Context: an optimization exercise on an open-source flow, tuned for small area and a short achievable clock period. The choices shown serve that exercise and are no tape-out recipe.
Only simulation tests tie the RTL to the original design; equivalence was not proved.
Power and IR drop assume default switching activity.

## CoreLeon
module CoreLeon (
  input rst,
  input clk,
  output error,
  output end_prog,
  input  InstrWait,
  output InstrValid,
  output InstrStall,
  output [31:0] InstrAddr,
  input  [31:0] InstrData,
  input  [31:0] mem_in,
  output [31:0] mem_out,
  output [31:0] mem_address,
  output [ 3:0] mem_mask,
  output        mem_read,
  output        mem_write,
  output        memStall,
  input         memWait,
  input [15:0]  dbg_address,
  input [31:0]  dbg_indata,
  output [31:0] dbg_outdata,
  input dbg_rd,
  input dbg_wr,
  input dbg_isvalid,
  output dbg_ready,
  input  dbg_haltreq,
  input  dbg_resumereq,
  output dbg_halted
);
Size: roughly 6500 cells after synthesis, about 1400 flip-flops.
export LEC_CHECK = 0
export CAP_MARGIN = 20
export CORE_MARGIN = 2
export CORE_UTILIZATION = 40
export CTS_BUF_LIST = sky130_fd_sc_hd__clkbuf_16
export CTS_CLUSTER_DIAMETER = 80
export CTS_CLUSTER_SIZE = 20
export SETUP_SLACK_MARGIN = 5
export SLEW_MARGIN = 20
export SYNTH_HIERARCHICAL = 1
create_clock -name core_clock -period 13.0 [get_ports {clk}]
standard.sh (not shown) runs the stock make flow with config.mk's settings and CLKGATE_MAP_FILE= SYNTH_SCRIPT=/design/flow/synth_recipe.tcl, a recipe that flattens the netlist after the stock synthesis.
==> flow/flow/run.sh <==
#!/bin/bash
set -euo pipefail
bash standard.sh "BUFFER_PORTS_ARGS=-buffer_cell sky130_fd_sc_hd__buf_2" finish > standard_flow.log 2>&1
Edit:
==> flow/run.sh (new file) <==
#!/bin/bash
# synth_recipe.tcl (not shown) runs the flow's synth.tcl, then flattens the netlist and writes it again
# the make line also repeats each setting of config.mk as NAME=value (left out here)
make -C /OpenROAD-flow-scripts/flow DESIGN_CONFIG=/design/flow/config.mk WORK_HOME=/design/flow/orfs CLKGATE_MAP_FILE= SYNTH_SCRIPT=/design/flow/synth_recipe.tcl finish
--- a/flow/config.mk
+++ b/flow/config.mk
@@ -11,4 +11,4 @@
 export CTS_BUF_LIST = sky130_fd_sc_hd__clkbuf_16
-export CTS_CLUSTER_DIAMETER = 80
-export CTS_CLUSTER_SIZE = 20
+export CTS_CLUSTER_DIAMETER = 95
+export CTS_CLUSTER_SIZE = 24
 export SETUP_SLACK_MARGIN = 5
removed: flow/flow/run.sh
removed: flow/standard.sh
After rerunning: Die area stays the same. Clock-buffer cell count goes down by 21. Sequential cell count does not change. Design area goes up by a few percent.
Edit:
==> flow/flow/run.sh (new file) <==
#!/bin/bash
set -euo pipefail
bash standard.sh SETUP_SLACK_MARGIN=6.2 "BUFFER_PORTS_ARGS=-buffer_cell sky130_fd_sc_hd__buf_2" finish > standard_flow.log 2>&1
==> flow/standard.sh (new file) <==
#!/bin/bash
# synth_recipe.tcl (not shown) runs the flow's synth.tcl, then flattens the netlist and writes it again
# the make line also repeats each setting of config.mk as NAME=value (left out here)
make -C /OpenROAD-flow-scripts/flow DESIGN_CONFIG=/design/flow/config.mk WORK_HOME=/design/flow/orfs CLKGATE_MAP_FILE= SYNTH_SCRIPT=/design/flow/synth_recipe.tcl "${@:-finish}"
--- a/flow/config.mk
+++ b/flow/config.mk
@@ -10,5 +10,2 @@
 export CORE_UTILIZATION = 40
-export CTS_BUF_LIST = sky130_fd_sc_hd__clkbuf_16
-export CTS_CLUSTER_DIAMETER = 95
-export CTS_CLUSTER_SIZE = 24
 export SETUP_SLACK_MARGIN = 5
removed: flow/run.sh
Effect: Clock-buffer cell count goes up by 121; total power increases by 20%; via count grows by 1.8%.

try-umber:
Starting RTL as in the previous note.
Settings: LEC_CHECK=0, CAP_MARGIN=20, CORE_MARGIN=2, CORE_UTILIZATION=40, CTS_BUF_LIST=sky130_fd_sc_hd__clkbuf_16, CTS_CLUSTER_DIAMETER=95, CTS_CLUSTER_SIZE=24, SETUP_SLACK_MARGIN=5, SLEW_MARGIN=20, SYNTH_HIERARCHICAL=1; clock period 13.0 ns.
==> flow/flow/run.sh <==
#!/bin/bash
set -euo pipefail
bash standard.sh "BUFFER_PORTS_ARGS=-buffer_cell sky130_fd_sc_hd__buf_2" finish > standard_flow.log 2>&1
try-umber did not stop at any stage, and its layout met the timing, DRC and antenna checks.
Setup changes, try-umber to try-tundra
# try-umber
export LEC_CHECK = 0
export CAP_MARGIN = 20
export CORE_MARGIN = 2
export CORE_UTILIZATION = 40
export CTS_BUF_LIST = sky130_fd_sc_hd__clkbuf_16
export CTS_CLUSTER_DIAMETER = 95
export CTS_CLUSTER_SIZE = 24
export SETUP_SLACK_MARGIN = 5
export SLEW_MARGIN = 20
export SYNTH_HIERARCHICAL = 1
create_clock -name core_clock -period 13.0 [get_ports {clk}]
# try-tundra
export LEC_CHECK = 0
export CAP_MARGIN = 20
export CORE_MARGIN = 2
export CORE_UTILIZATION = 40
export CTS_BUF_LIST = sky130_fd_sc_hd__clkbuf_16
export CTS_CLUSTER_DIAMETER = 80
export CTS_CLUSTER_SIZE = 20
export SETUP_SLACK_MARGIN = 5
export SLEW_MARGIN = 20
export SYNTH_HIERARCHICAL = 1
create_clock -name core_clock -period 13.0 [get_ports {clk}]
==> flow/run.sh (new file) <==
#!/bin/bash
# synth_recipe.tcl (not shown) runs the flow's synth.tcl, then flattens the netlist and writes it again
# the make line also repeats each setting of config.mk as NAME=value (left out here)
make -C /OpenROAD-flow-scripts/flow DESIGN_CONFIG=/design/flow/config.mk WORK_HOME=/design/flow/orfs CLKGATE_MAP_FILE= SYNTH_SCRIPT=/design/flow/synth_recipe.tcl finish
removed: flow/flow/run.sh
removed: flow/standard.sh
==> comparison <==
Clock share of power: try-tundra and try-umber compared, higher one is try-tundra
Number of buffers created by CTS went up by more than 10% going from try-umber to try-tundra.
Delta (try-tundra minus try-umber): switching power of the nets picked up an extra about 0.5%; cell area after synthesis flat; post-synthesis mux area share barely changed; wire length saw an increase.
Lower design area goes to try-umber over try-tundra.
Compared with try-umber, try-tundra is the more power-hungry design.
try-tundra gives more post-route fraction of the period consumed by the critical path than try-umber did.
Post-placement cell area grows slightly when moving from try-umber to try-tundra.
Diff try-tundra..try-umber | maximum clock frequency | negligible

Setup of the previous run:
CoreLeon, a different RTL version from the one above (not shown whole).
For scale: ~260 I/O pins, about 0.074 sq mm of cells after synthesis.
clock: 13.0 ns
lec_check: 0
cap_margin: 20
core_margin: 2
core_utilization: 40
setup_slack_margin: 5
slew_margin: 20
synth_hierarchical: 1
run.sh (not shown) runs the stock make flow with config.mk's settings and CLKGATE_MAP_FILE= SYNTH_SCRIPT=/design/flow/synth_recipe.tcl, a recipe that flattens the netlist after the stock synthesis.
Stock flow here: none of the scripts above is used.
The following lists how the current run was set up differently from the previous run:
-- flow/config.mk --
<<< the previous run, line 11
>>> the current run, line 11
export CTS_BUF_LIST = sky130_fd_sc_hd__clkbuf_16
export CTS_CLUSTER_DIAMETER = 80
export CTS_CLUSTER_SIZE = 20
[summary]
Vias: the current run below the previous run. Total wire length after detailed routing of the current run falls short of that of the previous run slightly. Going from the previous run to the current run, flop and latch count out of synthesis saw little to no change; final design instance area without fill saw a decrease; critical-path maximum fanout saw an increase; area of the multi-input gates saw an increase. In the tables for the current run and the previous run, internal cell power reads lower with the current run. The current run vs the previous run on setup slack: the current run is the lower one. Net load switching power: the current run lower than the previous run. Relative to the previous run, share of the core filled with cells in the final layout has decreased by 1.0 points in the current run. Run comparison: the current run capturing instance or port of the critical path dbg_outdata[16]; the previous run capturing instance or port of the critical path dbg_outdata[11].

## re-timing with driven ports
No port has a modelled driver above. Below, the same layouts with a new extraction and two added sets of constraints.
Step 1 assumes that a clkbuf_16 drives the clock port and a buf_2 every other input.
Step 2 moves the port delays by t, midway between the first and last clock arrival at a register: inputs arrive t later, outputs are due t later. That takes back most of the time a late clock gives input paths.
a / b / c = ideal ports / drivers / drivers and shift; a / b = the first two.
run | t, ns | slack for setup (ns) | slew at the worst register clock pin (ns)
the first run of note 1 | 0.863 | 4.555 / 4.446 / 4.239 | 0.09 / 0.09
the second run of note 1 | 0.837 | 4.842 / 4.770 / 4.236 | 0.11 / 0.11
the third run of note 1 | 0.904 | 4.726 / 4.650 / 4.650 | 0.07 / 0.07
try-umber | 0.840 | 4.719 / 4.604 / 4.133 | 0.11 / 0.11
try-tundra | 0.857 | 4.698 / 4.651 / 4.257 | 0.10 / 0.10
the previous run | 0.920 | 4.404 / 4.339 / 3.941 | 0.08 / 0.08
the current run | 0.859 | 4.349 / 4.291 / 4.060 | 0.10 / 0.10
After both steps every run listed still meets setup and hold. The setup slack of the second run of note 1, which loses most, moves by -0.072 ns with the drivers and by -0.606 ns with both steps.
